What follows belongs to an exercise in optimizing a design on an open flow for small area, a short achievable clock period and few clock cycles; a production flow would make more cautious choices. At most, simulation tests tie the RTL to the original design; equivalence was not proved. Only the layout flow was run in runs 1 to 3; the RTL was not checked for function there. No activity file was given, so power comes from the tool's default toggle rates.

## flow/config.mk

```make
export PLATFORM = sky130hd
export DESIGN_NAME = Main
export DESIGN_NICKNAME = Main
export VERILOG_FILES = /design/flow/design.v
export SDC_FILE = /design/flow/constraint.sdc
export NUM_CORES = 4
export LEC_CHECK = 0
export CAP_MARGIN = 20
export CORE_MARGIN = 2
export CORE_UTILIZATION = 70
export SETUP_SLACK_MARGIN = 4.5
export SLEW_MARGIN = 20
```

## flow/constraint.sdc

```tcl
create_clock -name core_clock -period 7.0 [get_ports {clk}]
set_input_delay 1.4000 -clock core_clock [delete_from_list [all_inputs] [get_ports {clk}]]
set_output_delay 1.4000 -clock core_clock [all_outputs]
set_load 0.01 [all_outputs]
```

## flow/design.v

```verilog
`timescale 1ns / 1ps
module Main(
    input clk,
    input rst,
    input ld_en,
    input [4:0] ld_addr,
    input [13:0] ld_data,
    output reg [13:0] Outp,
    output reg out_valid,
    output reg halted
    );
    function [3:0] dec2;
        input [1:0] x;
        dec2 = 4'b0001 << x;
    endfunction
    function [13:0] rd16;
        input [223:0] w;
        input [3:0] lo;
        input [3:0] hi;
        integer g, k;
        reg [13:0] q;
        begin
            rd16 = 14'd0;
            for (g = 0; g < 4; g = g + 1) begin
                q = 14'd0;
                for (k = 0; k < 4; k = k + 1)
                    q = q | (w[(4*g+k)*14 +: 14] & {14{lo[k]}});
                rd16 = rd16 | (q & {14{hi[g]}});
            end
        end
    endfunction
    reg [13:0] prog [1:15];
    reg [13:0] data [0:15];
    reg [1:0]  op;
    reg [3:0]  alo, ahi, blo, bhi, clo, chi;
    reg [3:0]  flo, fhi;  
    reg        fin;      
    reg        pend;     
    reg        xv;       
    reg [3:0]  xlo, xhi;
    reg [13:0] xg, xt, xq;   
    reg        wv;       
    reg        pv;       
    reg [3:0]  wlo, whi;
    reg [13:0] wr;
    wire is_out = (op == 2'b11);
    wire is_mov = (op == 2'b10);
    wire is_sub = (op == 2'b01);
    wire last   = flo[0] && fhi[0];
    reg [13:0] xres;
    reg [13:0] ng, nt;
    integer k, d;
    always @(*) begin
        ng = xg;
        nt = xt;
        for (d = 1; d < 14; d = d * 2) begin
            for (k = 13; k >= 0; k = k - 1) begin
                if ((k & d) != 0) begin
                    ng[k] = ng[k] | (nt[k] & ng[(k & ~(d - 1)) - 1]);
                    nt[k] = nt[k] & nt[(k & ~(d - 1)) - 1];
                end
            end
        end
        xres = xq ^ {ng[12:0], 1'b0};
    end
    integer i;
    reg [223:0] dflat, pflat;
    always @(*) begin
        for (i = 0; i < 16; i = i + 1)
            dflat[i*14 +: 14] = data[i];
        pflat[13:0] = 14'd0;
        for (i = 1; i < 16; i = i + 1)
            pflat[i*14 +: 14] = prog[i];
    end
    wire [13:0] ma = rd16(dflat, alo, ahi);
    wire [13:0] mb = rd16(dflat, blo, bhi);
    wire [13:0] mf = rd16(pflat, flo, fhi);
    wire xfa = xv && (xlo & alo) != 4'd0 && (xhi & ahi) != 4'd0;
    wire xfb = xv && (xlo & blo) != 4'd0 && (xhi & bhi) != 4'd0;
    wire wfa = wv && (wlo & alo) != 4'd0 && (whi & ahi) != 4'd0;
    wire wfb = wv && (wlo & blo) != 4'd0 && (whi & bhi) != 4'd0;
    wire [13:0] ra = xfa ? xres : wfa ? wr : ma;
    wire [13:0] rb = xfb ? xres : wfb ? wr : mb;
    always @(posedge clk) begin
        for (i = 1; i < 16; i = i + 1)
            if (pv && wlo[i % 4] && whi[i / 4])
                prog[i] <= wr;
    end
    always @(posedge clk) begin
        for (i = 0; i < 16; i = i + 1)
            if (wv && wlo[i % 4] && whi[i / 4])
                data[i] <= wr;
    end
    wire [13:0] fw = rst ? ld_data : (pv && wlo[1] && whi[0]) ? wr : mf;
    always @(posedge clk) begin
        if (rst ? (ld_en && ld_addr == 5'd0) : !fin) begin
            op  <= fw[13:12];
            ahi <= dec2(fw[11:10]);
            alo <= dec2(fw[9:8]);
            bhi <= dec2(fw[7:6]);
            blo <= dec2(fw[5:4]);
            chi <= dec2(fw[3:2]);
            clo <= dec2(fw[1:0]);
        end
    end
    always @(posedge clk) begin
        if (rst) begin
            flo <= 4'b0010;
            fhi <= 4'b0001;
            fin <= 1'b0;
            pend <= 1'b0;
            halted <= 1'b0;
            xv <= 1'b0;
            out_valid <= 1'b0;
            Outp <= 14'd0;
        end else begin
            xv <= !fin && !is_out;
            out_valid <= !fin && is_out;
            pend <= !fin && last && is_out;
            if (pend || (!fin && last && !is_out))
                halted <= 1'b1;
            if (!fin) begin
                flo <= {flo[2:0], flo[3]};
                if (flo[3])
                    fhi <= {fhi[2:0], fhi[3]};
                if (last)
                    fin <= 1'b1;
                if (is_out)
                    Outp <= ra;
            end
        end
    end
    wire [13:0] oa = ra ^ {14{is_sub}};
    wire [13:0] ob = rb & {14{~is_mov}};
    always @(posedge clk) begin
        xlo <= is_mov ? blo : clo;
        xhi <= is_mov ? bhi : chi;
        xg <= oa & ob;
        xt <= oa | ob;
        xq <= ra ^ ob;
    end
    always @(posedge clk) begin
        wv <= rst ? (ld_en && ld_addr[4]) : xv;
        pv <= rst && ld_en && !ld_addr[4];
        wlo <= rst ? dec2(ld_addr[1:0]) : xlo;
        whi <= rst ? dec2(ld_addr[3:2]) : xhi;
        wr <= rst ? ld_data : xres;
    end
endmodule
```

## flow/flow/run.sh

```bash
#!/bin/bash
# The standard layout, with plain buffers on the ports (the platform's default
# picks a delay cell), sizing not held to each cell's footprint, and a clock
# tree without dummy balancing loads.
set -euo pipefail
bash standard.sh \
  BUFFER_PORTS_ARGS="-buffer_cell sky130_fd_sc_hd__buf_4" \
  MATCH_CELL_FOOTPRINT=0 \
  CTS_ARGS="-sink_clustering_enable -repair_clock_nets -dont_use_dummy_load -sink_clustering_size 24 -sink_clustering_max_diameter 90" \
  finish > standard_flow.log 2>&1
```

## flow/standard.sh

```bash
#!/bin/bash
# synth_recipe.tcl (not shown) runs the flow's synth.tcl, then flattens the netlist and writes it again
# the make line also repeats each setting of config.mk as NAME=value (left out here)
make -C /OpenROAD-flow-scripts/flow DESIGN_CONFIG=/design/flow/config.mk WORK_HOME=/design/flow/orfs CLKGATE_MAP_FILE= SYNTH_SCRIPT=/design/flow/synth_recipe.tcl "${@:-finish}"
```

==> flow_metrics.env, run 1 <==
export IMPL_clk_root_buffer_cell="sky130_fd_sc_hd__clkbuf_16"
export IMPL_nNetsFinal=1761
export IMPL_status="no timing/DRC/antenna violations"
export IMPL_die_area_sq_mm=0.0343
export IMPL_synth_adder_area_share_pct=0
export IMPL_critical_path_most_common_cell="sky130_fd_sc_hd__buf_12"
export IMPL_grt_util_all_layers_pct=36.9
export IMPL_layout_area_seq_sq_mm=0.0158
export IMPL_grt_util_met2_pct=60.4
export IMPL_reg2reg_setup_slack_ns=4.50
export IMPL_crit_arrival_ns=2.97
export IMPL_antenna_found_initial=2
export IMPL_timing_setup_critical_path_class="flip-flop to flip-flop"
export IMPL_critical_path_slowest_cell="sky130_fd_sc_hd__edfxtp_1"
export IMPL_post_route_cells_drive_above_1_share_pct=13.0
export IMPL_synth_nets=1744
export IMPL_io_pins=38
export IMPL_ctsHtreeMaxLevel=1
export IMPL_end_of_the_critical_path="xt[5]"
export IMPL_pwr_density_cell_mw_per_mm2=323
export IMPL_synth_mux_area_share_pct=1.73
export IMPL_cell_count_after_placement=2108
export IMPL_vias_per_cell=7.29
export IMPL_grt_met3_usage_pct=6.13
export IMPL_holdPathStages=2
export IMPL_die_height_um=185
export IMPL_finalCritPeriodShare_pct=35.7
export IMPL_setup_slack_ns=4.50
export IMPL_dp_hpwl_um=36200
export IMPL_grt_ovfl_total=0
export IMPL_synth_seq_cells=558
export IMPL_timing_final_crit_period_ns=2.50
export IMPL_pre_cts_slack_ns=3.74
export IMPL_share_of_synthesized_cell_area_in_and_or_nand_and_nor_gates_pct=7.66
export IMPL_grt_use_met1_pct=47.4
export IMPL_irDropWorstVdd_uv=324
export IMPL_number_of_hold_slack_violations_in_the_final_timing_report=0
export IMPL_postSynthCellCount=1722
export IMPL_clock_skew_final_ns=0.0338
export IMPL_edff_count_synth=460
export IMPL_fin_setup_tns_ns=0
export IMPL_gpl_final_weighted_congestion=0.883
export IMPL_first_iter_violations=2602
export IMPL_area_delta_synth_final_pct=9.38
export IMPL_post_synth_cell_area_avg_sq_um=13.4
export IMPL_insertedDiodeCount=0
export IMPL_final_fill_count=1975
export IMPL_clock_sinks=558
export IMPL_grt_start_max_net_pins=90
export IMPL_crit_path_start="alo[0]"
export IMPL_antenna_violating_nets_post_route=0
export IMPL_cp_cell_sequence="buf_12 -> buf_16 -> a22o_4 -> o221ai_4 -> buf_12 -> nor2_1 -> a31o_1 -> mux2_4 -> xor2_2 -> nand2_1"
export IMPL_timing_max_slew_rel_slack_pct=31.6
export IMPL_rr_startpoint="alo[0]"
export IMPL_number_of_clock_buffers_inserted_by_tritoncts=27
export IMPL_compound_gate_portion_of_the_synthesized_area_pct=18.0
export IMPL_global_route_hottest_layer="met2"
export IMPL_total_setup_violations_reported_at_the_end_of_the_flow=0
export IMPL_first_global_vias=15078
export IMPL_initial_core_util_pct=70.9
export IMPL_area_of_combinational_cells_with_multiple_inputs_sq_mm=0.00700
export IMPL_numPortBuffers=37
export IMPL_postSynth_asyncResetShare_pct=0
export IMPL_cts_tree="built"
export IMPL_seq_total_area_yosys_pct=68.6
export IMPL_rr_worst_depth=10
export IMPL_synth_lib_cells_used_distinct=64
export IMPL_grt_first_pass_wirelength_um=92300
export IMPL_critPathCaptureType="flip-flop"
export IMPL_timing_critical_path_from_type="flip-flop"
export IMPL_post_drt_wl_per_cell_um=29.7
export IMPL_routed_wl_um=64700
export IMPL_drv_max_cap_violation_count=0
export IMPL_tightestPinTransition_ns=1.03
export IMPL_remaining_drc_errors=0
export IMPL_drt_pre_antenna_iters=8
export IMPL_crit_path_max_incr_delay_ns=0.48
export IMPL_fin_cells=2179
export IMPL_yosys_warnings=3
export IMPL_critPathMaxFanout=8
export IMPL_clock_insertion_delay_worst_skew_ns=0.59
export IMPL_worst_setup_hold_path_clk_slew_ns=0.10
export IMPL_hold_class="flip-flop to flip-flop"
export IMPL_synth_main_ff_cell="sky130_fd_sc_hd__edfxtp_1"
export IMPL_synth_top_family_by_area="compound AO/OA/AOI/OAI gates"
export IMPL_cellLeakagePower_nw=8.79
export IMPL_via_count=15891
export IMPL_clock_tree_buffer_depth=3
export IMPL_post_synth_instance_area_sq_mm=0.0230
export IMPL_core_sq_mm=0.0325
export IMPL_drv_slew=0
export IMPL_capture_instance_of_the_worst_register_to_register_path="xt[5]"
export IMPL_synth_xor_area_share_pct=1.49
export IMPL_fmax_mhz=400
export IMPL_die_w_um=185
export IMPL_std_cell_rows=66
export IMPL_required_ns=7.47
export IMPL_unrepaired_setup_endpoints_after_global_routing="yes"
-- per-layer routing --
metal	vias up	routed length [um]	part of all wire [%]
li1	6756	-	-
met1	7665	22000	34
met2	1157	30500	47
met3	313	7260	11
met4	0	5000	7.7
met5	-	0	0
-- per-stage QoR --
stage | instance area, sq um | utilization, % | hold WS, ns | total power [mW]
6_report | 25200 | 77.5 | 0.462 | 8.12
3_5_place_dp | 23500 | 72.5 | 0.444 | 6.30
2_1_floorplan | 23000 | - | 0.417 | 5.57
3_3_place_gp | 23500 | 72.5 | 0.430 | 6.24
5_1_grt | 25200 | 77.5 | 0.499 | 8.35
4_1_cts | 24600 | 75.9 | 0.466 | 7.93
-- worst min path at each step --
stage	startpoint	end	slack (ns)
after floorplan	pend	halted	0.42
after global placement	pend	halted	0.43
after detailed placement	pend	halted	0.44
after CTS	pend	halted	0.47
after global routing	xhi[3]	whi[3]	0.50
final	pend	halted	0.46
-- power by group --
part	switching, mW	internal (mW)
Clock	0.960	0.687
Combinational	1.36	0.646
Sequential	0.247	4.22
Total	2.56	5.55
-- area by class of cell --
| cell class | count | area share, % |
|---|---|---|
| clock buffers | 27 | 2.69 |
| inverters | 14 | 0.209 |
| multi-input cells | 1030 | 27.8 |
| flip-flops and latches | 558 | 62.8 |
| well taps | 442 | 2.20 |
| repair buffers | 108 | 4.31 |
-- worst max-delay path: cells and delay by family (launching register included) --
family | cells | cell delay, ns
and+or+nand+nor | 2 | 0.11
xor gates and xnor gates | 1 | 0.17
buffers and inverters | 3 | 0.52
AOI/OAI and AO/OA | 3 | 0.75
DFF | 1 | 0.48
muxes | 1 | 0.31
-- synth_stat cells, types with 9 or more instances --
cell | n | area, sq um
sky130_fd_sc_hd__xor2_1 | 17 | 149
sky130_fd_sc_hd__buf_2 | 34 | 170
sky130_fd_sc_hd__a211oi_1 | 13 | 97.6
sky130_fd_sc_hd__edfxtp_1 | 460 | 13800
sky130_fd_sc_hd__nor2_1 | 80 | 300
sky130_fd_sc_hd__and3_1 | 37 | 231
sky130_fd_sc_hd__o21ai_0 | 56 | 280
sky130_fd_sc_hd__a31oi_1 | 10 | 62.6
sky130_fd_sc_hd__buf_1 | 20 | 75.1
sky130_fd_sc_hd__nor2b_1 | 31 | 194
sky130_fd_sc_hd__a22oi_1 | 379 | 2850
sky130_fd_sc_hd__clkbuf_1 | 65 | 244
sky130_fd_sc_hd__dfxtp_1 | 98 | 1960
sky130_fd_sc_hd__nand2_1 | 195 | 732
sky130_fd_sc_hd__xnor2_1 | 22 | 193
sky130_fd_sc_hd__mux2i_1 | 9 | 90.1
sky130_fd_sc_hd__mux2_2 | 24 | 270
sky130_fd_sc_hd__inv_1 | 14 | 52.6
sky130_fd_sc_hd__nand3_1 | 23 | 115
sky130_fd_sc_hd__a21oi_1 | 24 | 120
sky130_fd_sc_hd__a222oi_1 | 14 | 140
-- timing repair --
action	in CTS	in global routing
gates cloned	4	6
hold buffers	0	0
buffers inserted	21	13
resized for setup	38	58
pin swaps	3	22
setup endpoints to repair	115	96
-- cells in the final DEF (no fill, tap or decap), drive strengths merged, types with 9 or more instances in the layout --
cell	Yosys	routed
a211oi	15	15
a21boi	9	9
a21oi	25	25
a222oi	14	14
a22oi	381	381
a31oi	10	10
and3	37	37
buf	59	102
clkbuf	65	33
dfxtp	98	98
edfxtp	460	460
inv	14	14
mux2	25	25
mux2i	10	10
nand2	195	195
nand3	24	24
nor2	80	80
nor2b	31	31
o21ai	58	58
xnor2	22	22
xor2	17	17
-- sequential cells by signal, indices dropped and copies added, names as in the netlist, 12 cells and up --
signal and cells:
data 224, prog 210, Outp 14, wr 14
xq 14, xg 13, xt 12
-- kinds of logic (layout without fill, tap and decap cells) --
group,after synthesis,count (layout)
DFF,558,558
and+or+nand+nor,395,395
xor gates and xnor gates,39,39
buffers and inverters,138,149
muxes,35,35
AOI/OAI and AO/OA,557,561
==> run 2: changes to the inputs <==
--- a/flow/config.mk
+++ b/flow/config.mk
@@ -8,5 +8,5 @@
 export CAP_MARGIN = 20
 export CORE_MARGIN = 2
 export CORE_UTILIZATION = 70
-export SETUP_SLACK_MARGIN = 4.5
+export SETUP_SLACK_MARGIN = 4.6
 export SLEW_MARGIN = 20
==> flow_metrics.env, run 2 <==
export IMPL_number_of_clock_buffers_inserted_by_tritoncts=27
export IMPL_unrepaired_setup_endpoints_after_global_routing="yes"
export IMPL_clock_insertion_delay_worst_skew_ns=0.59
export IMPL_gpl_final_weighted_congestion=0.883
export IMPL_hold_class="flip-flop to flip-flop"
export IMPL_initial_core_util_pct=70.9
export IMPL_cellLeakagePower_nw=9.02
export IMPL_synth_adder_area_share_pct=0
export IMPL_edff_count_synth=460
export IMPL_grt_start_max_net_pins=90
export IMPL_nNetsFinal=1792
export IMPL_synth_mux_area_share_pct=1.73
export IMPL_final_common_cell="sky130_fd_sc_hd__edfxtp_1"
export IMPL_ctsHtreeMaxLevel=1
export IMPL_synth_nets=1744
export IMPL_fin_setup_tns_ns=0
export IMPL_synth_lib_cells_used_distinct=64
export IMPL_critPathCaptureType="flip-flop"
export IMPL_clock_sinks=558
export IMPL_via_count=16238
export IMPL_cts_tree="built"
export IMPL_seq_total_area_yosys_pct=68.6
export IMPL_setup_slack_ns=4.47
export IMPL_die_area_sq_mm=0.0343
export IMPL_compound_gate_portion_of_the_synthesized_area_pct=18.0
export IMPL_antenna_found_initial=3
export IMPL_die_w_um=185
export IMPL_share_of_synthesized_cell_area_in_and_or_nand_and_nor_gates_pct=7.66
export IMPL_core_sq_mm=0.0325
export IMPL_synth_top_family_by_area="compound AO/OA/AOI/OAI gates"
export IMPL_postSynth_asyncResetShare_pct=0
export IMPL_fmax_mhz=395
export IMPL_area_delta_synth_final_pct=11.8
export IMPL_io_pins=38
export IMPL_timing_setup_critical_path_class="flip-flop to flip-flop"
export IMPL_drv_slew=0
export IMPL_grt_first_pass_wirelength_um=93500
export IMPL_postLayoutCoreUtil_pct=79.2
export IMPL_timing_final_crit_period_ns=2.53
export IMPL_clock_tree_buffer_depth=3
export IMPL_final_cell_mix="sky130_fd_sc_hd__edfxtp_1, sky130_fd_sc_hd__a22oi_1, sky130_fd_sc_hd__nand2_1"
export IMPL_synth_seq_cells=558
export IMPL_synth_main_ff_cell="sky130_fd_sc_hd__edfxtp_1"
export IMPL_timing_critical_path_from_type="flip-flop"
export IMPL_status="no timing/DRC/antenna violations"
export IMPL_std_cell_rows=66
export IMPL_postSynthCellCount=1722
export IMPL_finalInstanceArea_sq_mm=0.0257
export IMPL_insertedDiodeCount=0
export IMPL_total_setup_violations_reported_at_the_end_of_the_flow=0
export IMPL_irDropWorstVdd_uv=322
export IMPL_drt_pre_antenna_iters=7
export IMPL_first_global_vias=15175
export IMPL_synthTopCellsByCount="sky130_fd_sc_hd__edfxtp_1, sky130_fd_sc_hd__a22oi_1, sky130_fd_sc_hd__nand2_1, sky130_fd_sc_hd__dfxtp_1, sky130_fd_sc_hd__nor2_1"
export IMPL_yosys_cell_count_top_type="sky130_fd_sc_hd__edfxtp_1"
export IMPL_first_iter_violations=2771
export IMPL_synth_largest_area_cell="sky130_fd_sc_hd__edfxtp_1"
export IMPL_dp_hpwl_um=36200
export IMPL_numPortBuffers=37
export IMPL_critPathMaxFanout=13
export IMPL_remaining_drc_errors=0
export IMPL_drv_max_cap_violation_count=0
export IMPL_worst_setup_hold_path_clk_slew_ns=0.10
export IMPL_number_of_hold_slack_violations_in_the_final_timing_report=0
export IMPL_biggestRegsByFlops="data x224, prog x210"
export IMPL_synth_top_cell_area_share_pct=60.1
export IMPL_grt_ovfl_total=0
export IMPL_clk_root_buffer_cell="sky130_fd_sc_hd__clkbuf_16"
export IMPL_yosys_top_cells_area="sky130_fd_sc_hd__edfxtp_1, sky130_fd_sc_hd__a22oi_1, sky130_fd_sc_hd__dfxtp_1"
export IMPL_post_synth_cell_area_avg_sq_um=13.4
export IMPL_post_route_cells_drive_above_1_share_pct=17.1
export IMPL_dpl_cell_area_sq_mm=0.0235
export IMPL_grt_util_all_layers_pct=37.5
export IMPL_routed_wl_um=67500
export IMPL_crit_arrival_ns=3.04
export IMPL_tightestPinTransition_ns=1.02
export IMPL_pwr_density_cell_mw_per_mm2=320
export IMPL_pre_cts_slack_ns=3.74
export IMPL_largest_register_ff_count=224
export IMPL_post_drt_wl_per_cell_um=30.5
export IMPL_synth_xor_area_share_pct=1.49
export IMPL_yosys_warnings=3
export IMPL_top_register="data"
export IMPL_die_height_um=185
export IMPL_required_ns=7.51
export IMPL_post_synth_instance_area_sq_mm=0.0230
export IMPL_reg2reg_setup_slack_ns=4.47
export IMPL_antenna_violating_nets_post_route=0
export IMPL_clock_skew_final_ns=0.0352
export IMPL_timing_max_slew_rel_slack_pct=31.8
export IMPL_cts_hold_repair_buffers=0
export IMPL_finalCritPeriodShare_pct=36.2
export IMPL_vias_per_cell=7.35
-- run 2: timing repair --
| action | CTS | global route |
|---|---|---|
| resized for setup | 90 | 96 |
| pin swaps | 10 | 27 |
| setup buffers | 32 | 26 |
| cloned | 6 | 11 |
| endpoints found under the setup margin | 133 | 115 |
-- run 2: per-stage QoR --
stage,instances,hold slack [ns],total power [mW]
finish,2210,0.462,8.24
global route,2210,0.501,8.47
CTS,2173,0.466,7.98
detailed placement,2108,0.444,6.30
global placement,2108,0.430,6.24
floorplan,1722,0.417,5.57
-- run 2: routing by layer --
layer / part of all wire (%) / vias up / global-route usage [%]
li1: - / 6815 / -
met1: 33 / 7874 / 47.7
met2: 47 / 1265 / 60.6
met3: 12 / 284 / 6.82
met4: 7.7 / 0 / 22.5
met5: 0 / - / 0
-- run 2: cells by family after synthesis --
| group | after synthesis |
|---|---|
| DFF | 558 |
| AOI/OAI and AO/OA | 557 |
| and+or+nand+nor | 395 |
| buffers and inverters | 138 |
| xor gates and xnor gates | 39 |
| muxes | 35 |
-- run 2: report_power, final --
part	total [mW]	switching [mW]	internal, mW	leakage [nW]
sequential	4.48	0.256	4.22	5.02
combinational	2.12	1.42	0.700	3.68
clock	1.64	0.957	0.687	0.333
total	8.24	2.63	5.61	9.02
-- run 2: area by class of cell --
type	instances	area [sq um]
Clock buffer	27	676
Fill cell	1875	6740
Inverter	14	52.6
Multi-Input combinational cell	1030	7180
Sequential cell	558	15800
Tap cell	442	553
Timing Repair Buffer	139	1450
-- run 2: critical path, stage by stage (launching register included) --
cell,delay [ns]
sky130_fd_sc_hd__edfxtp_1,0.45
sky130_fd_sc_hd__buf_12,0.18
sky130_fd_sc_hd__buf_16,0.16
sky130_fd_sc_hd__a22o_4,0.32
sky130_fd_sc_hd__o221ai_4,0.24
sky130_fd_sc_hd__buf_12,0.16
sky130_fd_sc_hd__nor2_1,0.04
sky130_fd_sc_hd__a31o_1,0.23
sky130_fd_sc_hd__mux2_4,0.32
sky130_fd_sc_hd__xor2_2,0.19
sky130_fd_sc_hd__nor2_1,0.13
-- run 2: path summary, 6_finish.rpt --
check,cells past startpoint,end,startpoint
min reg2reg,2,halted,pend
max,10,xg[6],alo[0]
min,2,halted,pend
max reg2reg,10,xg[6],alo[0]
==> run 3: changes to the inputs <==
--- a/flow/config.mk
+++ b/flow/config.mk
@@ -8,5 +8,5 @@
 export CAP_MARGIN = 20
 export CORE_MARGIN = 2
 export CORE_UTILIZATION = 70
-export SETUP_SLACK_MARGIN = 4.6
+export SETUP_SLACK_MARGIN = 4.35
 export SLEW_MARGIN = 20
==> flow_metrics.env, run 3 <==
export IMPL_postLayoutCoreUtil_pct=76.0
export IMPL_clk_root_buffer_cell="sky130_fd_sc_hd__clkbuf_16"
export IMPL_antenna_found_initial=1
export IMPL_synth_nets=1744
export IMPL_compound_gate_portion_of_the_synthesized_area_pct=18.0
export IMPL_tightestPinTransition_ns=1.07
export IMPL_first_global_vias=14889
export IMPL_fin_cells=2164
export IMPL_fmax_mhz=366
export IMPL_vias_per_cell=7.24
export IMPL_grt_ovfl_total=0
export IMPL_synthTopCellsByCount="sky130_fd_sc_hd__edfxtp_1, sky130_fd_sc_hd__a22oi_1, sky130_fd_sc_hd__nand2_1, sky130_fd_sc_hd__dfxtp_1, sky130_fd_sc_hd__nor2_1"
export IMPL_critPathCaptureType="flip-flop"
export IMPL_yosys_warnings=3
export IMPL_hold_class="flip-flop to flip-flop"
export IMPL_synth_seq_cells=558
export IMPL_largest_register_ff_count=224
export IMPL_edff_count_synth=460
export IMPL_area_delta_synth_final_pct=7.21
export IMPL_synth_xor_area_share_pct=1.49
export IMPL_post_synth_cell_area_avg_sq_um=13.4
export IMPL_required_ns=7.47
export IMPL_synth_largest_area_cell="sky130_fd_sc_hd__edfxtp_1"
export IMPL_rr_worst_depth=9
export IMPL_fin_setup_tns_ns=0
export IMPL_share_of_synthesized_cell_area_in_and_or_nand_and_nor_gates_pct=7.66
export IMPL_first_iter_violations=2467
export IMPL_gpl_final_weighted_congestion=0.883
export IMPL_number_of_hold_slack_violations_in_the_final_timing_report=0
export IMPL_yosys_cell_count_top_type="sky130_fd_sc_hd__edfxtp_1"
export IMPL_drv_slew=0
export IMPL_io_pins=38
export IMPL_crit_arrival_ns=3.20
export IMPL_synth_lib_cells_used_distinct=64
export IMPL_synth_main_ff_cell="sky130_fd_sc_hd__edfxtp_1"
export IMPL_yosys_top_cells_area="sky130_fd_sc_hd__edfxtp_1, sky130_fd_sc_hd__a22oi_1, sky130_fd_sc_hd__dfxtp_1"
export IMPL_core_sq_mm=0.0325
export IMPL_via_count=15667
export IMPL_die_w_um=185
export IMPL_dp_hpwl_um=36200
export IMPL_timing_final_crit_period_ns=2.73
export IMPL_die_height_um=185
export IMPL_final_common_cell="sky130_fd_sc_hd__edfxtp_1"
export IMPL_die_area_sq_mm=0.0343
export IMPL_cell_count_after_placement=2108
export IMPL_timing_setup_critical_path_class="flip-flop to flip-flop"
export IMPL_insertedDiodeCount=0
export IMPL_antenna_violating_nets_post_route=0
export IMPL_remaining_drc_errors=0
export IMPL_hold_ws_ns=0.463
export IMPL_critPathMaxFanout=59
export IMPL_drv_max_cap_violation_count=0
export IMPL_pwr_density_cell_mw_per_mm2=325
export IMPL_irDropWorstVdd_uv=322
export IMPL_status="no timing/DRC/antenna violations"
export IMPL_initial_core_util_pct=70.9
export IMPL_worst_setup_hold_path_clk_slew_ns=0.09
export IMPL_numPortBuffers=37
export IMPL_grt_first_pass_wirelength_um=91800
export IMPL_clock_tree_buffer_depth=3
export IMPL_cellLeakagePower_nw=8.58
export IMPL_seq_total_area_yosys_pct=68.6
export IMPL_grt_start_max_net_pins=90
export IMPL_cts_tree="built"
export IMPL_routed_wl_um=62700
export IMPL_clock_skew_final_ns=0.0346
export IMPL_clock_sinks=558
export IMPL_synth_top_family_by_area="compound AO/OA/AOI/OAI gates"
export IMPL_unrepaired_setup_endpoints_after_global_routing="yes"
export IMPL_final_cell_mix="sky130_fd_sc_hd__edfxtp_1, sky130_fd_sc_hd__a22oi_1, sky130_fd_sc_hd__nand2_1"
export IMPL_std_cell_rows=66
export IMPL_postSynthCellCount=1722
export IMPL_synth_top_cell_area_share_pct=60.1
export IMPL_top_register="data"
export IMPL_holdPathStages=2
export IMPL_post_synth_instance_area_sq_mm=0.0230
export IMPL_post_drt_wl_per_cell_um=29.0
export IMPL_number_of_clock_buffers_inserted_by_tritoncts=27
export IMPL_timing_max_slew_rel_slack_pct=28.6
export IMPL_timing_critical_path_from_type="flip-flop"
export IMPL_ctsHtreeMaxLevel=1
export IMPL_postSynth_asyncResetShare_pct=0
export IMPL_biggestRegsByFlops="data x224, prog x210"
export IMPL_synth_adder_area_share_pct=0
export IMPL_synth_mux_area_share_pct=1.73
export IMPL_finalCritPeriodShare_pct=39.1
export IMPL_drt_pre_antenna_iters=9
export IMPL_grt_util_all_layers_pct=36.8
export IMPL_post_route_cells_drive_above_1_share_pct=10.7
export IMPL_clock_insertion_delay_worst_skew_ns=0.57
export IMPL_total_setup_violations_reported_at_the_end_of_the_flow=0
export IMPL_nNetsFinal=1746
-- run 3: path summary, 6_finish.rpt --
path	startpoint	endpoint	slack, ns
worst max-delay path	blo[0]	xq[1]	4.27
worst min-delay path	pend	halted	0.46
worst max register to register	blo[0]	xq[1]	4.27
worst min register to register	pend	halted	0.46
-- run 3: final cells by class --
cell class                      instances  area [sq um]
Sequential cell                       558         15800
Multi-Input combinational cell       1030          6800
Inverter                               14          52.6
Tap cell                              442           553
Fill cell                            2049          7800
Timing Repair Buffer                   93           790
Clock buffer                           27           676
-- run 3: per-layer routing --
layer,GRT usage (%),vias up,part of all wire (%)
li1,-,6727,-
met1,47.7,7694,35
met2,60.6,1022,48
met3,5.51,224,10
met4,19.6,0,6.4
met5,0,-,0
-- run 3: critical path, stage by stage (launching register included) --
cell and delay (ns):
sky130_fd_sc_hd__edfxtp_1 0.39, sky130_fd_sc_hd__buf_6 0.23, sky130_fd_sc_hd__a22o_1 0.44, sky130_fd_sc_hd__o221ai_4 0.39
sky130_fd_sc_hd__buf_4 0.20, sky130_fd_sc_hd__nor2_1 0.04, sky130_fd_sc_hd__a31oi_1 0.36, sky130_fd_sc_hd__mux2_2 0.24
sky130_fd_sc_hd__nand2_1 0.09, sky130_fd_sc_hd__xnor2_1 0.13
-- run 3: through the flow --
step	power (mW)	cell area, sq um	worst slack (ns)
after floorplan	5.57	23000	4.35
after global placement	6.24	23500	3.80
after detailed placement	6.30	23500	3.74
after CTS	7.91	24500	4.35
after global routing	8.25	24700	4.30
final	8.00	24700	4.27
-- run 3: power breakdown --
group | switching, mW | internal [mW]
Clock | 0.952 | 0.686
Sequential | 0.242 | 4.22
Combinational | 1.32 | 0.586
Total | 2.51 | 5.49
-- run 3: kinds of logic (layout without fill, tap and decap cells) --
| logic type | Yosys count | after routing |
|---|---|---|
| xor gates and xnor gates | 39 | 39 |
| muxes | 35 | 35 |
| buffers and inverters | 138 | 134 |
| DFF | 558 | 558 |
| and+or+nand+nor | 395 | 395 |
| AOI/OAI and AO/OA | 557 | 561 |
-- run 3: timing repair --
item / in CTS / in global routing
setup buffers: 19 / 6
hold buffers: 0 / 0
pin swaps: 2 / 5
resized for setup: 16 / 19
endpoints found under the setup margin: 65 / 83
gates cloned: 3 / 1
==> run 4: changes to the inputs <==
--- a/flow/design.v
+++ b/flow/design.v
@@ -38,31 +38,18 @@
     reg        pend;     
     reg        xv;       
     reg [3:0]  xlo, xhi;
-    reg [13:0] xg, xt, xq;   
+    reg [13:0] xa, xb;
+    reg        xc;
     reg        wv;       
     reg        pv;       
     reg [3:0]  wlo, whi;
     reg [13:0] wr;
+    wire active = !rst && !fin;
     wire is_out = (op == 2'b11);
     wire is_mov = (op == 2'b10);
     wire is_sub = (op == 2'b01);
     wire last   = flo[0] && fhi[0];
-    reg [13:0] xres;
-    reg [13:0] ng, nt;
-    integer k, d;
-    always @(*) begin
-        ng = xg;
-        nt = xt;
-        for (d = 1; d < 14; d = d * 2) begin
-            for (k = 13; k >= 0; k = k - 1) begin
-                if ((k & d) != 0) begin
-                    ng[k] = ng[k] | (nt[k] & ng[(k & ~(d - 1)) - 1]);
-                    nt[k] = nt[k] & nt[(k & ~(d - 1)) - 1];
-                end
-            end
-        end
-        xres = xq ^ {ng[12:0], 1'b0};
-    end
+    wire [13:0] xres = xa + xb + {13'd0, xc};
     integer i;
     reg [223:0] dflat, pflat;
     always @(*) begin
@@ -114,12 +101,12 @@
             out_valid <= 1'b0;
             Outp <= 14'd0;
         end else begin
-            xv <= !fin && !is_out;
-            out_valid <= !fin && is_out;
-            pend <= !fin && last && is_out;
-            if (pend || (!fin && last && !is_out))
+            xv <= active && !is_out;
+            out_valid <= active && is_out;
+            pend <= active && last && is_out;
+            if (pend || (active && last && !is_out))
                 halted <= 1'b1;
-            if (!fin) begin
+            if (active) begin
                 flo <= {flo[2:0], flo[3]};
                 if (flo[3])
                     fhi <= {fhi[2:0], fhi[3]};
@@ -130,14 +117,12 @@
             end
         end
     end
-    wire [13:0] oa = ra ^ {14{is_sub}};
-    wire [13:0] ob = rb & {14{~is_mov}};
     always @(posedge clk) begin
         xlo <= is_mov ? blo : clo;
         xhi <= is_mov ? bhi : chi;
-        xg <= oa & ob;
-        xt <= oa | ob;
-        xq <= ra ^ ob;
+        xa <= ra;
+        xb <= (rb & {14{~is_mov}}) ^ {14{is_sub}};
+        xc <= is_sub;
     end
     always @(posedge clk) begin
         wv <= rst ? (ld_en && ld_addr[4]) : xv;
--- a/flow/flow/run.sh
+++ b/flow/flow/run.sh
@@ -6,5 +6,5 @@
 bash standard.sh \
   BUFFER_PORTS_ARGS="-buffer_cell sky130_fd_sc_hd__buf_4" \
   MATCH_CELL_FOOTPRINT=0 \
-  CTS_ARGS="-sink_clustering_enable -repair_clock_nets -dont_use_dummy_load -sink_clustering_size 24 -sink_clustering_max_diameter 90" \
+  CTS_ARGS="-sink_clustering_enable -repair_clock_nets -dont_use_dummy_load -sink_clustering_size 32 -sink_clustering_max_diameter 70" \
   finish > standard_flow.log 2>&1
--- a/flow/config.mk
+++ b/flow/config.mk
@@ -7,6 +7,6 @@
 export LEC_CHECK = 0
 export CAP_MARGIN = 20
 export CORE_MARGIN = 2
-export CORE_UTILIZATION = 70
-export SETUP_SLACK_MARGIN = 4.35
+export CORE_UTILIZATION = 55
+export SETUP_SLACK_MARGIN = 4.5
 export SLEW_MARGIN = 20
==> flow_metrics.env, run 4 <==
export IMPL_status="no timing/DRC/antenna violations"
export IMPL_synth_main_ff_cell="sky130_fd_sc_hd__edfxtp_1"
export IMPL_finalInstanceArea_sq_mm=0.0250
export IMPL_finalCritPeriodShare_pct=36.2
export IMPL_final_common_cell="sky130_fd_sc_hd__edfxtp_1"
export IMPL_clock_sinks=548
export IMPL_postSynth_asyncResetShare_pct=0
export IMPL_insertedDiodeCount=0
export IMPL_routed_wl_um=68700
export IMPL_die_height_um=208
export IMPL_unrepaired_setup_endpoints_after_global_routing="yes"
export IMPL_hold_class="flip-flop to flip-flop"
export IMPL_area_delta_synth_final_pct=9.60
export IMPL_biggestRegsByFlops="data x224, prog x210"
export IMPL_crit_arrival_ns=2.95
export IMPL_pwr_density_cell_mw_per_mm2=337
export IMPL_worst_setup_hold_path_clk_slew_ns=0.11
export IMPL_synth_top_cell_area_share_pct=60.4
export IMPL_fmax_mhz=394
export IMPL_die_area_sq_mm=0.0432
export IMPL_antenna_violating_nets_post_route=0
export IMPL_number_of_clock_buffers_inserted_by_tritoncts=35
export IMPL_synth_nets=1753
export IMPL_clk_root_buffer_cell="sky130_fd_sc_hd__clkbuf_16"
export IMPL_setup_slack_ns=4.46
export IMPL_synth_seq_cells=548
export IMPL_dp_hpwl_um=41000
export IMPL_grt_ovfl_total=0
export IMPL_antenna_found_initial=0
export IMPL_edff_count_synth=460
export IMPL_timing_critical_path_from_type="flip-flop"
export IMPL_totalPowerFinal_mw=8.44
export IMPL_dpl_cell_area_sq_mm=0.0236
export IMPL_yosys_cell_count_top_type="sky130_fd_sc_hd__edfxtp_1"
export IMPL_grt_start_max_net_pins=94
export IMPL_grt_util_all_layers_pct=31.4
export IMPL_critical_path_slowest_cell="sky130_fd_sc_hd__a22oi_1"
export IMPL_fin_setup_tns_ns=0
export IMPL_first_iter_violations=1804
export IMPL_cp_cell_sequence="buf_4 -> buf_8 -> a22oi_1 -> nand2_1 -> a22oi_1 -> and3_1 -> nor2_1 -> a2111oi_1"
export IMPL_final_cell_mix="sky130_fd_sc_hd__edfxtp_1, sky130_fd_sc_hd__a22oi_1, sky130_fd_sc_hd__nand2_1"
export IMPL_post_route_cells_drive_above_1_share_pct=11.5
export IMPL_fin_cells=2269
export IMPL_std_cell_rows=74
export IMPL_synth_largest_area_cell="sky130_fd_sc_hd__edfxtp_1"
export IMPL_tightestPinTransition_ns=1.01
export IMPL_timing_max_slew_rel_slack_pct=32.6
export IMPL_pre_cts_slack_ns=3.64
export IMPL_nNetsFinal=1775
export IMPL_cts_tree="built"
export IMPL_clock_tree_buffer_depth=3
export IMPL_ctsHtreeMaxLevel=2
export IMPL_post_synth_cell_area_avg_sq_um=13.3
export IMPL_worstPathBufferInverterCount=2
export IMPL_clock_insertion_delay_worst_skew_ns=0.59
export IMPL_total_setup_violations_reported_at_the_end_of_the_flow=0
export IMPL_clock_skew_final_ns=0.0550
export IMPL_io_pins=38
export IMPL_drt_pre_antenna_iters=9
export IMPL_remaining_drc_errors=0
export IMPL_required_ns=7.41
export IMPL_top_register="data"
export IMPL_critical_path_most_common_cell="sky130_fd_sc_hd__a22oi_1"
export IMPL_yosys_warnings=3
export IMPL_post_drt_wl_per_cell_um=30.3
export IMPL_grt_first_pass_wirelength_um=99300
export IMPL_largest_register_ff_count=224
export IMPL_timing_final_crit_period_ns=2.54
export IMPL_critPathMaxFanout=36
export IMPL_yosys_top_cells_area="sky130_fd_sc_hd__edfxtp_1, sky130_fd_sc_hd__a22oi_1, sky130_fd_sc_hd__dfxtp_1"
export IMPL_irDropWorstVdd_uv=220
export IMPL_number_of_hold_slack_violations_in_the_final_timing_report=0
export IMPL_gpl_final_weighted_congestion=0.874
export IMPL_initial_core_util_pct=55.8
export IMPL_postSynthCellCount=1717
export IMPL_critPathTopFamily="compound AO/OA/AOI/OAI gates"
export IMPL_seq_total_area_yosys_pct=68.1
export IMPL_cellLeakagePower_nw=8.95
export IMPL_first_global_vias=14626
export IMPL_numPortBuffers=37
export IMPL_die_w_um=208
export IMPL_drv_max_cap_violation_count=0
export IMPL_synth_lib_cells_used_distinct=67
export IMPL_vias_per_cell=6.84
export IMPL_core_sq_mm=0.0409
export IMPL_drv_slew=0
export IMPL_crit_path_max_incr_delay_ns=0.45
export IMPL_timing_setup_critical_path_class="flip-flop to flip-flop"
export IMPL_post_synth_instance_area_sq_mm=0.0229
export IMPL_cell_count_after_placement=2210
export IMPL_via_count=15531
export IMPL_synthTopCellsByCount="sky130_fd_sc_hd__edfxtp_1, sky130_fd_sc_hd__a22oi_1, sky130_fd_sc_hd__nand2_1, sky130_fd_sc_hd__dfxtp_1, sky130_fd_sc_hd__o21ai_0"
export IMPL_critPathCaptureType="flip-flop"
[run 4: cell types whose count changed after synthesis, sizes merged, moves of 14 or more]
cell	before	now
nand2	195	209
xor2	17	3
a22oi	381	357
mux2	25	6
xnor2	22	5
nor2	80	64
nor2b	31	7
a21o	1	17
o21ai	58	76
a22o	8	22
[run 4: timing repair]
action                                  4_1_cts  5_1_grt
pin swaps                                     7        9
hold endpoints to repair                      0        0
gates resized for setup                      54       29
endpoints found under the setup margin       99       27
hold buffers                                  0        0
gates cloned                                  2        0
setup buffers                                19        3
[run 4: metrics by stage]
stage / utilization [%] / hold slack (ns)
final: 61.2 / 0.408
after global routing: 61.2 / 0.458
after CTS: 60.8 / 0.417
after detailed placement: 57.8 / 0.427
after global placement: 57.8 / 0.426
after floorplan: - / 0.416
[run 4: cell type report]
| type | instances | area, sq um |
|---|---|---|
| repair inverters | 1 | 7.51 |
| clock buffers | 35 | 876 |
| fillers | 3138 | 15900 |
| flip-flops and latches | 548 | 15600 |
| inverters | 24 | 101 |
| multi-input cells | 1028 | 6890 |
| well taps | 532 | 666 |
| repair buffers | 101 | 917 |
[run 4: tightest hold or removal path, stage by stage, from the launching register on]
cell and delay, ns:
sky130_fd_sc_hd__edfxtp_1 0.32, sky130_fd_sc_hd__nand2_1 0.05, sky130_fd_sc_hd__nand2_1 0.05
[run 4: cells by family after synthesis]
kind of cell,synth area share [%]
AOI/OAI and AO/OA,19.5
adders and majority gates,0.832
DFF,68.1
and+or+nand+nor,7.49
xor gates and xnor gates,0.389
buffers and inverters,2.48
muxes,1.13
[run 4: power breakdown]
part           leakage, nW  internal, mW  switching, mW
sequential            4.93          4.11          0.158
combinational         3.59         0.691           1.57
clock                0.431         0.891           1.02
[run 4: worst paths after layout]
check,start,end,slack (ns),cells after the start
worst max register to register,blo[1],xb[10],4.46,8
worst min register to register,clo[2],xlo[2],0.41,2
worst max-delay path,blo[1],xb[10],4.46,8
worst min-delay path,clo[2],xlo[2],0.41,2
[run 4: metal layers]
metal | track usage [%] | vias to the layer above | wire length (um)
met2 | 50.8 | 763 | 33300
met3 | 3.46 | 152 | 4950
met4 | 14.6 | 0 | 3270
met5 | 0 | - | 0
li1 | - | 6798 | -
met1 | 43.0 | 7818 | 27200
Testbench counts of run 4, summed over its fixed seeds: cycles 57,899.

==> what the ideal ports hide <==
The results above use ideal ports. As a check the final layouts listed here were re-extracted and re-timed, cells and wires unchanged. Step 1 (the two cells are an assumption about what drives the block):
set clk [get_ports {clk}]
set_driving_cell -lib_cell sky130_fd_sc_hd__clkbuf_16 $clk
set_driving_cell -lib_cell sky130_fd_sc_hd__buf_2 [delete_from_list [all_inputs] $clk]
Step 2 times the ports against the registers' clock, not the clock port: input delays grow and output delays shrink by t, the midpoint of the rising clock arrivals with the driver on. a / b / c = ideal ports / drivers / drivers and shift; a / b = the first two.
run | t (ns) | setup WS [ns] | pins driven straight from the clock port
run 1 | 0.619 | 4.500 / 4.483 / 4.040 | 1
run 2 | 0.624 | 4.469 / 4.469 / 4.103 | 1
run 3 | 0.619 | 4.266 / 4.266 / 3.964 | 1
run 4 | 0.626 | 4.463 / 4.463 / 4.071 | 1
After both steps setup and hold are still met in every run listed. For run 1, which loses most, drivers alone change the setup slack by -0.017 ns; drivers and shift together by -0.460 ns.
